This is an optimization exercise on Yosys and OpenROAD, whose aim is small area, a short achievable clock period and few clock cycles, not a production implementation.
RTL that was checked went through simulation tests only; none was proved equivalent to the original.

==> 12-06: inputs <==
Design cordicMagPh, start of the top module:
module cordicMagPh
   #(parameter integer N        = 13,  
     parameter integer XY_WIDTH = 18)  
    (input  wire                           clk,
     input  wire                           reset,    
     input  wire                           st,       
     input  wire signed [XY_WIDTH - 1 : 0] xin,      
     input  wire signed [XY_WIDTH - 1 : 0] yin,      
     output reg                            rdy,      
     output wire        [XY_WIDTH - 1 : 0] mag,      
     output wire signed [XY_WIDTH + 1 : 0] ph);
Settings: LEC_CHECK=0, CAP_MARGIN=20, CORE_MARGIN=2, CORE_UTILIZATION=40, SETUP_SLACK_MARGIN=3.0, SLEW_MARGIN=20; clock period 8.0 ns.
run.sh (not shown) runs the stock make flow with config.mk's settings and CLKGATE_MAP_FILE= SYNTH_SCRIPT=/design/flow/synth_recipe.tcl, a recipe that flattens the netlist after the stock synthesis.
==> 05-24: changes against 12-06 <==
==> flow/flow/run.sh (new file) <==
#!/bin/bash
# The standard layout, with one change to synthesis: no adder cells are
# extracted (ADDER_MAP_FILE empty), so ABC maps the adders and carry-save
# trees from plain gates. Registers are mapped as in the standard synthesis.
set -euo pipefail
bash standard.sh ADDER_MAP_FILE= synth > synth.log 2>&1
bash standard.sh > layout.log 2>&1
==> flow/standard.sh (new file) <==
#!/bin/bash
# synth_recipe.tcl (not shown) runs the flow's synth.tcl, then flattens the netlist and writes it again
# the make line also repeats each setting of config.mk as NAME=value (left out here)
make -C /OpenROAD-flow-scripts/flow DESIGN_CONFIG=/design/flow/config.mk WORK_HOME=/design/flow/orfs CLKGATE_MAP_FILE= SYNTH_SCRIPT=/design/flow/synth_recipe.tcl "${@:-finish}"
removed: flow/run.sh
==> run summary <==
Final cell count: 05-24 is higher than 12-06 (about 33%).
Between 05-24 and 12-06, the lower die area is in 12-06 (gap 20%, measured against 12-06).
Between 12-06 and 05-24, the lower worst hold slack is in 12-06 (gap 37 ps).
Clock-buffer cell count is the same in 12-06 and 05-24.
Via count: 12-06 is smaller than 05-24 (about 33%).
Testbench counts of 12-06, summed over its fixed seeds: cycles 192,000.
Testbench counts of 05-24, summed over its fixed seeds: cycles 192,000.

==> 12-23 <==
Starting RTL as in the previous note.
export LEC_CHECK = 0
export ABC_AREA = 1
export CAP_MARGIN = 20
export CORE_MARGIN = 2
export CORE_UTILIZATION = 55
export CTS_BUF_LIST = sky130_fd_sc_hd__clkbuf_4 sky130_fd_sc_hd__clkbuf_8
export SETUP_SLACK_MARGIN = 3.85
export SLEW_MARGIN = 20
create_clock -name core_clock -period 8.0 [get_ports {clk}]
standard.sh (not shown) runs the stock make flow with config.mk's settings and CLKGATE_MAP_FILE= SYNTH_SCRIPT=/design/flow/synth_recipe.tcl, a recipe that flattens the netlist after the stock synthesis.
==> flow/flow/run.sh <==
#!/bin/bash
# The standard layout, with one change to synthesis: no adder cells are
# extracted (ADDER_MAP_FILE empty), so ABC maps the adders and carry-save
# trees from plain gates. Registers are mapped as in the standard synthesis.
set -euo pipefail
bash standard.sh ADDER_MAP_FILE= synth > synth.log 2>&1
bash standard.sh > layout.log 2>&1
==> 11-28: changes against 12-23 <==
--- a/flow/design.v
+++ b/flow/design.v
@@ -74,32 +74,20 @@
             4'd9: begin
                 ysh = {w[20], w[20], w[20], w[20], w[20], w[20], w[20], w[20], w[20], w[20], w[20], w[20], w[20], w[20], w[20], w[20], w[20], w[19], w[18]};
                 xmk = {{10{1'b1}}, 9'd0};
                 at  = 16'd162;
             end
-            4'd10: begin  
-                ysh = 19'd0;
-                xmk = 19'd0;
-                at  = 16'd81;
-            end
-            4'd11: begin  
-                ysh = {1'b0, w[17 : 0]};
-                xmk = 19'd0;
-                at  = 16'd0;
-            end
             default: begin
                 ysh = 19'd0;
                 xmk = 19'd0;
                 at  = 16'd0;
             end
         endcase
     end
-    wire fin = (cnt == 4'd11);
-    wire negx = neg & ~fin;
     wire [18 : 0] xn;
-    cordicAdd #(19) addx (.a(st ? {1'b0, hs} : x), .b(st ? {hc, sx} : (ysh ^ {19{negx}})),
-                          .cin(st ? sy : (fin ? w[18] : neg)), .s(xn));
+    cordicAdd #(19) addx (.a(st ? {1'b0, hs} : x), .b(st ? {hc, sx} : (ysh ^ {19{neg}})),
+                          .cin(st ? sy : neg), .s(xn));
     wire [20 : 0] xm = {2'b00, x & xmk};
     wire [20 : 0] ws;
     cordicAdd #(21) addw (.a(st ? {{3{yin[17]}}, yin} : w),
                           .b(st ? ({{3{xin[17]}}, xin} ^ {21{sub1}}) : (xm ^ {21{pos}})),
                           .cin(st ? sub1 : pos), .s(ws));
@@ -123,64 +111,81 @@
     cordicAdd #(12) addp (.a(sp), .b({cp[10 : 0], ~n10}), .cin(e11), .s(tp));
     wire n12 = n11 ? tp[11] : tm[11];
     wire [17 : 0] gha, ghb;
     wire gcy;
     cordicGain gain (.x(x), .n({n12, n11, n10}), .ha(gha), .hb(ghb), .cy(gcy));
-    reg [6 : 0] kt;
+    reg [8 : 0] kt;
     always @(*) begin
-        case ({qrt, w[20], w[19]})
-            3'b000: kt = 7'sd60;
-            3'b001: kt = 7'sd20;
-            3'b010: kt = -7'sd20;
-            3'b011: kt = -7'sd60;
-            3'b100: kt = -7'sd60;
-            3'b101: kt = -7'sd20;
-            3'b110: kt = 7'sd20;
-            3'b111: kt = 7'sd60;
+        case ({qrt, n10, n11, n12})
+            4'b0000: kt = 9'sd141;
+            4'b0001: kt = 9'sd101;
+            4'b0010: kt = 9'sd61;
+            4'b0011: kt = 9'sd21;
+            4'b0100: kt = -9'sd21;
+            4'b0101: kt = -9'sd61;
+            4'b0110: kt = -9'sd101;
+            4'b0111: kt = -9'sd141;
+            4'b1000: kt = -9'sd141;
+            4'b1001: kt = -9'sd101;
+            4'b1010: kt = -9'sd61;
+            4'b1011: kt = -9'sd21;
+            4'b1100: kt = 9'sd21;
+            4'b1101: kt = 9'sd61;
+            4'b1110: kt = 9'sd101;
+            4'b1111: kt = 9'sd141;
         endcase
     end
     wire last = (cnt == 4'd10);
     wire zneg = neg ^ qrt;
-    wire [18 : 0] zb = fin ? {{12{kt[6]}}, kt} : ({3'b000, at} ^ {19{zneg}});
+    wire [18 : 0] zb = last ? {{10{kt[8]}}, kt} : ({3'b000, at} ^ {19{zneg}});
     wire [18 : 0] zn;
-    cordicAdd #(19) addz (.a(z), .b(zb), .cin(~fin & zneg), .s(zn));
+    cordicAdd #(19) addz (.a(z), .b(zb), .cin(~last & zneg), .s(zn));
     always @(posedge clk or posedge reset)
     if (reset) begin
         rdy <= 1'b0;
         yzp <= 1'b0;
         cnt <= 4'd12;
     end else begin
         if (st) begin
             rdy <= 1'b0;
             yzp <= yz;
-            cnt <= yz ? 4'd12 : 4'd1;
+            cnt <= yz ? 4'd11 : 4'd1;
         end else begin
             yzp <= 1'b0;
-            if (yzp | fin)
+            if (yzp | last)
                 rdy <= 1'b1;
-            if (cnt != 4'd12)
+            if (last)
+                cnt <= 4'd12;
+            else if (cnt != 4'd12)
                 cnt <= cnt + 4'd1;
         end
     end
     always @(posedge clk) begin
         if (st) begin
             x   <= xn;
             w   <= wn;
             z   <= z1;
             qrt <= sx;
         end else begin
-            w   <= last ? {n11, n12, gcy, ghb} : wn;
+            if (last)
+                w <= {2'b00, gcy, ghb};
+            else if (cnt == 4'd11)
+                w <= 21'd0;
+            else if (cnt != 4'd12)
+                w <= wn;
             z   <= zn;
             x   <= last ? {1'b0, gha} : xn;
         end
     end
+    wire [17 : 0] magv;
+    cordicAdd #(18) addmag (.a(x[17 : 0]), .b(w[17 : 0]), .cin(w[18]), .s(magv));
     wire [18 : 0] zs = (z[18 : 17] == 2'b01) ? 19'h20000 :
                        (z[18 : 17] == 2'b10) ? 19'h60000 : z;
     wire zs0 = (zs == 19'd0);
     wire [1 : 0] top = ~qrt ? {zs[18], zs[18]} : (zs0 ? 2'b01 : (zs[18] ? 2'b00 : 2'b11));
     assign ph  = {top, zs[17 : 0]};
-    assign mag = x[17 : 0];
+    assign mag = magv;
 endmodule
 module cordicGain (input wire [18 : 0] x, input wire [2 : 0] n,
                    output wire [17 : 0] ha, output wire [17 : 0] hb, output wire cy);
     wire m1 = x[16] ^ x[13];
     wire m2 = x[16] & x[13];
CORE_UTILIZATION = 40   (was 55)
CTS_BUF_LIST = not set   (was sky130_fd_sc_hd__clkbuf_4 sky130_fd_sc_hd__clkbuf_8)
SETUP_SLACK_MARGIN = 4.0   (was 3.85)
==> summary of the runs <==
In flip-flop and latch count, 12-23 and 11-28 do not differ.
In 11-28 the clock skew is lower than in 12-23, by 0.0023 ns.
Of 11-28 and 12-23, 12-23 has the higher register-to-register slack (gap 0.18 ns).
Between 12-23 and 11-28, the lower global-route usage is in 11-28 (gap 5.5 points).
Of 11-28 and 12-23, 12-23 has the higher sequential share of layout area (gap 0.17 points).
Maximum frequency: 11-28 is lower than 12-23 (about 15%).
In 12-23 the final cell count is smaller than in 11-28, by about 10%.
Area after synthesis: 11-28 is higher than 12-23 (about 2.7%).
Testbench counts of 12-23, summed over its fixed seeds: cycles 192,000.
The RTL of 11-28 was laid out without a check of its function.

==> what the ideal ports hide <==
The results above use ideal ports. As a check the final layouts listed here were re-extracted and re-timed, cells and wires unchanged. Step 1 assumes that a clkbuf_16 drives the clock port and a buf_2 every other input. Step 2 also shifts input and output timing later by t, the mid clock arrival at the registers, as if the neighbouring blocks saw the same clock. a / b / c = no drivers / after step 1 / after step 2; a / b = the first two.
| run | shift t [ns] | slack for setup (ns) | worst register clock-pin slew, ns | pins driven straight from the clock port |
|---|---|---|---|---|
| 12-06 | 0.408 | 3.019 / 3.019 / 2.746 | 0.07 / 0.07 | 1 |
| 05-24 | 0.397 | 3.094 / 3.074 / 2.677 | 0.07 / 0.07 | 1 |
| 12-23 | 0.419 | 4.034 / 3.988 / 3.662 | 0.09 / 0.09 | 1 |
| 11-28 | 0.404 | 3.353 / 3.307 / 3.304 | 0.07 / 0.07 | 1 |
After both steps setup and hold are still met in every run listed. The setup slack of 05-24, which loses most, moves by -0.020 ns with the drivers and by -0.417 ns with both steps.
